This is an optimization exercise on Yosys and OpenROAD, whose aim is small area, a short achievable clock period and few clock cycles per item, not a production implementation. The RTL was checked by simulation tests, not by an equivalence proof against the original design.

==> run X: inputs <==
Design top_level, start of the top module:
module top_level(
    clk,
    reset,
    start,
    key_start,
    sram_read_data,
    sram_write_enable,
    sram_write_data,
    sram_addr,
    ram_addr,
    ram_write_data,
    ram_write_enable,
    ram_read_data,
    rom_addr,
    rom_read_data,
    key_not_found,
    key_found,
    secret_key_0,
    secret_key_1,
    secret_key_2,
    secret_key_3,
    secret_key_4,
    secret_key_5
    );
Settings: LEC_CHECK=0, CAP_MARGIN=20, CORE_MARGIN=2, CORE_UTILIZATION=40, SLEW_MARGIN=20; clock period 10.0 ns.
standard.sh (not shown) runs the stock make flow with config.mk's settings and CLKGATE_MAP_FILE= SYNTH_SCRIPT=/design/flow/synth_recipe.tcl, a recipe that flattens the netlist after the stock synthesis.
==> flow/flow/run.sh <==
#!/bin/bash
# The standard layout, with the port buffers made from the smallest buffer
# cell, and timing repair aiming for 7.0 ns of setup slack at the 10 ns clock.
set -euo pipefail
export BUFFER_PORTS_ARGS="-buffer_cell sky130_fd_sc_hd__buf_1"
export SETUP_SLACK_MARGIN=7.0
bash standard.sh > standard_make.log 2>&1
==> run E: changes against run X <==
--- a/flow/design.v
+++ b/flow/design.v
@@ -53,24 +53,23 @@
     logic [2:0]  st;
     logic        found, fail;
     logic [23:0] key;
     logic [8:0]  ctr;        
     logic [3:0]  ph;         
-    logic [7:0]  j, si, sj;
+    logic [7:0]  j, jk, si, sj;
     logic        h1r, h2;    
-    logic        kmask;      
     logic [7:0]  rd;         
-    logic        romx;       
+    logic [7:0]  ramd;       
     logic        ramwe;
     logic [7:0]  a_r, wd_r;
     logic        we_r;
     assign sram_addr = a_r;
     assign sram_write_data = wd_r;
     assign sram_write_enable = we_r;
     assign rom_addr = ctr[4:0];
     assign ram_addr = ctr[4:0];
-    assign ram_write_data = rd;
+    assign ram_write_data = ramd;
     assign ram_write_enable = ramwe;
     assign key_found = found;
     assign key_not_found = fail;
     assign secret_key_0 = key[3:0];
     assign secret_key_1 = key[7:4];
@@ -79,21 +78,21 @@
     assign secret_key_4 = key[19:16];
     assign secret_key_5 = key[23:20];
     logic in_ksa;
     assign in_ksa = (st == ST_KSA);
     logic plain_ok;
-    assign plain_ok = (rd >= 8'd97 && rd <= 8'd122) || rd == 8'd32;
+    assign plain_ok = (ramd >= 8'd97 && ramd <= 8'd122) || ramd == 8'd32;
     logic [8:0] ctr_inc;
     assign ctr_inc = ctr + 9'd1;
     logic [7:0] ctr_m2;
     assign ctr_m2 = ctr[7:0] - 8'd2;
     logic eq2;                       
     assign eq2 = (j == ctr_m2);
     logic [7:0] si_new;              
     assign si_new = h1r ? si : rd;
     logic [7:0] j_new;
-    assign j_new = j + (key[23:16] & {8{kmask}}) + si_new;
+    assign j_new = jk + si_new;
     logic blk256, last_blk;
     assign blk256 = ctr[8] & ~ctr[0];
     assign last_blk = ctr[8] & ctr[0];    
     logic m_ge1, m_ge2;
     assign m_ge1 = (ctr != 9'd0);
@@ -133,14 +132,14 @@
                 default: st <= st;
             endcase
         end
     end
     always_ff @(posedge clk) begin
-        romx <= (st == ST_PRGA) && (ph == 4'd10);
-        rd <= sram_read_data ^ (rom_read_data & {8{romx}});
-        kmask <= in_ksa & ~last_blk;
-        h1r <= in_ksa && m_ge1 && (j == ctr[7:0]);
+        rd <= sram_read_data;
+        ramd <= sram_read_data ^ rom_read_data;
+        jk <= j + (key[23:16] & {8{in_ksa & ~last_blk}});
+        h1r <= in_ksa && (j == ctr[7:0]);
         ramwe <= (st == ST_PRGA) && (ph == 4'd11);
     end
     always_ff @(posedge clk) begin
         case (st)
             ST_IDLE: begin
@@ -156,25 +155,27 @@
                 we_r <= (ctr != 9'd255);
                 ctr <= (ctr == 9'd255) ? 9'd0 : ctr_inc;
                 if (key_step) key <= key_rot;
                 ph <= 4'd0;
                 j <= 8'd0;
+                si <= 8'd0;      
+                sj <= 8'd255;    
             end
             ST_KSA: begin
                 case (ph)
                     4'd0: begin
                         a_r <= j;
                         wd_r <= si;
                         we_r <= m_ge1 && !last_blk;
-                        sj <= h2 ? sj : rd;    
+                        if (m_ge2) sj <= h2 ? sj : rd;    
                         ph <= 4'd1;
                     end
                     4'd1: begin
                         a_r <= ctr_m2;
                         wd_r <= sj;
-                        we_r <= m_ge2 && !eq2;    
-                        h2 <= eq2 && m_ge2;
+                        we_r <= m_ge2 && !(eq2 && !last_blk);
+                        h2 <= eq2;
                         ph <= 4'd2;
                     end
                     default: begin
                         a_r <= ctr_inc[7:0];
                         wd_r <= sj;
==> flow/flow/run.sh (replaced) <==
#!/bin/bash
# The standard layout, with the port buffers made from the smallest buffer
# cell instead of the flow's default choice.
set -euo pipefail
export BUFFER_PORTS_ARGS="-buffer_cell sky130_fd_sc_hd__buf_1"
bash standard.sh > standard_make.log 2>&1
==> run M: changes against run X <==
--- a/flow/design.v
+++ b/flow/design.v
@@ -53,24 +53,24 @@
     logic [2:0]  st;
     logic        found, fail;
     logic [23:0] key;
     logic [8:0]  ctr;        
     logic [3:0]  ph;         
-    logic [7:0]  j, si, sj;
+    logic [7:0]  j, jk, si, sj;
     logic        h1r, h2;    
     logic        kmask;      
     logic [7:0]  rd;         
-    logic        romx;       
+    logic [7:0]  ramd;       
     logic        ramwe;
     logic [7:0]  a_r, wd_r;
     logic        we_r;
     assign sram_addr = a_r;
     assign sram_write_data = wd_r;
     assign sram_write_enable = we_r;
     assign rom_addr = ctr[4:0];
     assign ram_addr = ctr[4:0];
-    assign ram_write_data = rd;
+    assign ram_write_data = ramd;
     assign ram_write_enable = ramwe;
     assign key_found = found;
     assign key_not_found = fail;
     assign secret_key_0 = key[3:0];
     assign secret_key_1 = key[7:4];
@@ -79,21 +79,21 @@
     assign secret_key_4 = key[19:16];
     assign secret_key_5 = key[23:20];
     logic in_ksa;
     assign in_ksa = (st == ST_KSA);
     logic plain_ok;
-    assign plain_ok = (rd >= 8'd97 && rd <= 8'd122) || rd == 8'd32;
+    assign plain_ok = (ramd >= 8'd97 && ramd <= 8'd122) || ramd == 8'd32;
     logic [8:0] ctr_inc;
     assign ctr_inc = ctr + 9'd1;
     logic [7:0] ctr_m2;
     assign ctr_m2 = ctr[7:0] - 8'd2;
     logic eq2;                       
     assign eq2 = (j == ctr_m2);
     logic [7:0] si_new;              
     assign si_new = h1r ? si : rd;
     logic [7:0] j_new;
-    assign j_new = j + (key[23:16] & {8{kmask}}) + si_new;
+    assign j_new = jk + si_new;
     logic blk256, last_blk;
     assign blk256 = ctr[8] & ~ctr[0];
     assign last_blk = ctr[8] & ctr[0];    
     logic m_ge1, m_ge2;
     assign m_ge1 = (ctr != 9'd0);
@@ -133,14 +133,15 @@
                 default: st <= st;
             endcase
         end
     end
     always_ff @(posedge clk) begin
-        romx <= (st == ST_PRGA) && (ph == 4'd10);
-        rd <= sram_read_data ^ (rom_read_data & {8{romx}});
+        rd <= sram_read_data;
+        ramd <= sram_read_data ^ rom_read_data;
         kmask <= in_ksa & ~last_blk;
-        h1r <= in_ksa && m_ge1 && (j == ctr[7:0]);
+        jk <= j + (key[23:16] & {8{kmask}});
+        h1r <= in_ksa && (j == ctr[7:0]);
         ramwe <= (st == ST_PRGA) && (ph == 4'd11);
     end
     always_ff @(posedge clk) begin
         case (st)
             ST_IDLE: begin
@@ -156,25 +157,27 @@
                 we_r <= (ctr != 9'd255);
                 ctr <= (ctr == 9'd255) ? 9'd0 : ctr_inc;
                 if (key_step) key <= key_rot;
                 ph <= 4'd0;
                 j <= 8'd0;
+                si <= 8'd0;      
+                sj <= 8'd255;    
             end
             ST_KSA: begin
                 case (ph)
                     4'd0: begin
                         a_r <= j;
                         wd_r <= si;
                         we_r <= m_ge1 && !last_blk;
-                        sj <= h2 ? sj : rd;    
+                        if (m_ge2) sj <= h2 ? sj : rd;    
                         ph <= 4'd1;
                     end
                     4'd1: begin
                         a_r <= ctr_m2;
                         wd_r <= sj;
-                        we_r <= m_ge2 && !eq2;    
-                        h2 <= eq2 && m_ge2;
+                        we_r <= m_ge2 && !(eq2 && !last_blk);
+                        h2 <= eq2;
                         ph <= 4'd2;
                     end
                     default: begin
                         a_r <= ctr_inc[7:0];
                         wd_r <= sj;
==> flow/flow/run.sh (replaced) <==
#!/bin/bash
# The standard layout, with the port buffers made from the smallest buffer
# cell, and timing repair aiming for 7.1 ns of setup slack at the 10 ns clock.
set -euo pipefail
export BUFFER_PORTS_ARGS="-buffer_cell sky130_fd_sc_hd__buf_1"
export SETUP_SLACK_MARGIN=7.1
bash standard.sh > standard_make.log 2>&1
==> run K: changes against run X <==
==> flow/flow/run.sh (replaced) <==
#!/bin/bash
# The standard layout, with the port buffers made from the smallest buffer
# cell, and timing repair aiming for 6.95 ns of setup slack at the 10 ns clock.
set -euo pipefail
export BUFFER_PORTS_ARGS="-buffer_cell sky130_fd_sc_hd__buf_1"
export SETUP_SLACK_MARGIN=6.95
bash standard.sh > standard_make.log 2>&1
- CORE_UTILIZATION: 40 -> 65
==> impl_metrics.json <==
{
  "reg2regPathDepth": 5,
  "hpwl_um": 12360,
  "synth_compound_area_share_pct": 13.88,
  "fillCellCount": 1524,
  "nNonClkInverters": 26,
  "synth_top_family_by_area": "simple AND/OR/NAND/NOR gates",
  "crit_path_start": "ctr[1]",
  "power_density_mw_per_mm2": 113.3,
  "synth_simple_gate_area_share_pct": 15.38,
  "status": "complete, no violations",
  "r2r_start": "ph[0]",
  "met1_length_um": 7503,
  "power.static_leakage_nw": 3.138
}
(the above is from run M)
==> impl_metrics.json <==
{
  "status": "complete, no violations",
  "synth_simple_gate_area_share_pct": 13.26,
  "synth_top_family_by_area": "compound AO/OA/AOI/OAI gates",
  "reg2regPathDepth": 4,
  "maxPowerGroup": "sequential cells",
  "cts_htree_levels": 3,
  "dr.first_iter.drc_count": 438,
  "fillCellCount": 1369,
  "fmax_mhz": 334.0,
  "nNonClkInverters": 25,
  "holdPathStages": 1,
  "power.static_leakage_nw": 2.454,
  "r2r_start": "st[0]",
  "wl_per_cell_um": 18.28,
  "hpwl_um": 11380,
  "met1_length_um": 6710,
  "synth_compound_area_share_pct": 13.89
}
(the above is from run X)
==> impl_metrics.json <==
{
  "status": "complete, no violations",
  "synth_compound_area_share_pct": 13.74,
  "fillCellCount": 1542,
  "synth_simple_gate_area_share_pct": 16.05,
  "nWellTaps": 216,
  "met1_length_um": 7616,
  "synth_top_family_by_area": "simple AND/OR/NAND/NOR gates",
  "crit_path_start": "ctr[3]",
  "r2r_start": "ctr[0]",
  "power_density_mw_per_mm2": 330.4,
  "nNonClkInverters": 28,
  "hpwl_um": 12430,
  "max_stage_delay_ns": 0.76,
  "vias": 5194
}
(the above is from run E)
==> impl_metrics.json <==
{
  "status": "complete, no violations",
  "r2r_start": "h1r",
  "fillCellCount": 633,
  "synth_top_family_by_area": "compound AO/OA/AOI/OAI gates",
  "ctsResizeCount": 1,
  "power_density_mw_per_mm2": 219.8,
  "crit_fanout": 5,
  "seq_share_pct": 39.74,
  "power.static_leakage_nw": 2.396,
  "ys_seq_elements": 96,
  "wl_per_cell_um": 19.85,
  "use_met1_pct": 41.99,
  "top_layer_used": "met4",
  "crit_path_start": "key[19]"
}
(the above is from run K)
Testbench counts of run X, summed over its fixed seeds: cycles 445,143, keys 408.
Testbench counts of run E, summed over its fixed seeds: cycles 445,143, keys 408.
Testbench counts of run M, summed over its fixed seeds: cycles 445,143, keys 408.
Testbench counts of run K, summed over its fixed seeds: cycles 445,143, keys 408.

==> separate check: timing with driven ports <==
No port has a modelled driver above. Below, the same layouts with a new extraction and two added sets of constraints.
Step 1: set_driving_cell puts a clkbuf_16 on clk and a buf_2 on each other input, an assumption about the parent block.
Step 2, shift: input delay + t, output delay - t, t = (earliest + latest rising clock arrival at the registers) / 2. This alone moves slack from input paths to output paths.
Three values: no drivers, after step 1, after step 2; two values: the first two.
run | t, ns | setup slack, ns | worst setup path after step 2 | worst register clock-pin slew, ns
run X | 0.393 | 7.006 / 6.964 / 6.915 | input to register | 0.07 / 0.07
run E | 0.398 | 6.662 / 6.623 / 6.757 | register to register | 0.08 / 0.08
run M | 0.393 | 6.985 / 6.946 / 6.933 | input to register | 0.08 / 0.08
run K | 0.406 | 6.967 / 6.936 / 6.964 | input to register | 0.11 / 0.11
After both steps setup and hold are still met in every run listed. For run X, which loses most, drivers alone change the setup slack by -0.042 ns; drivers and shift together by -0.091 ns.
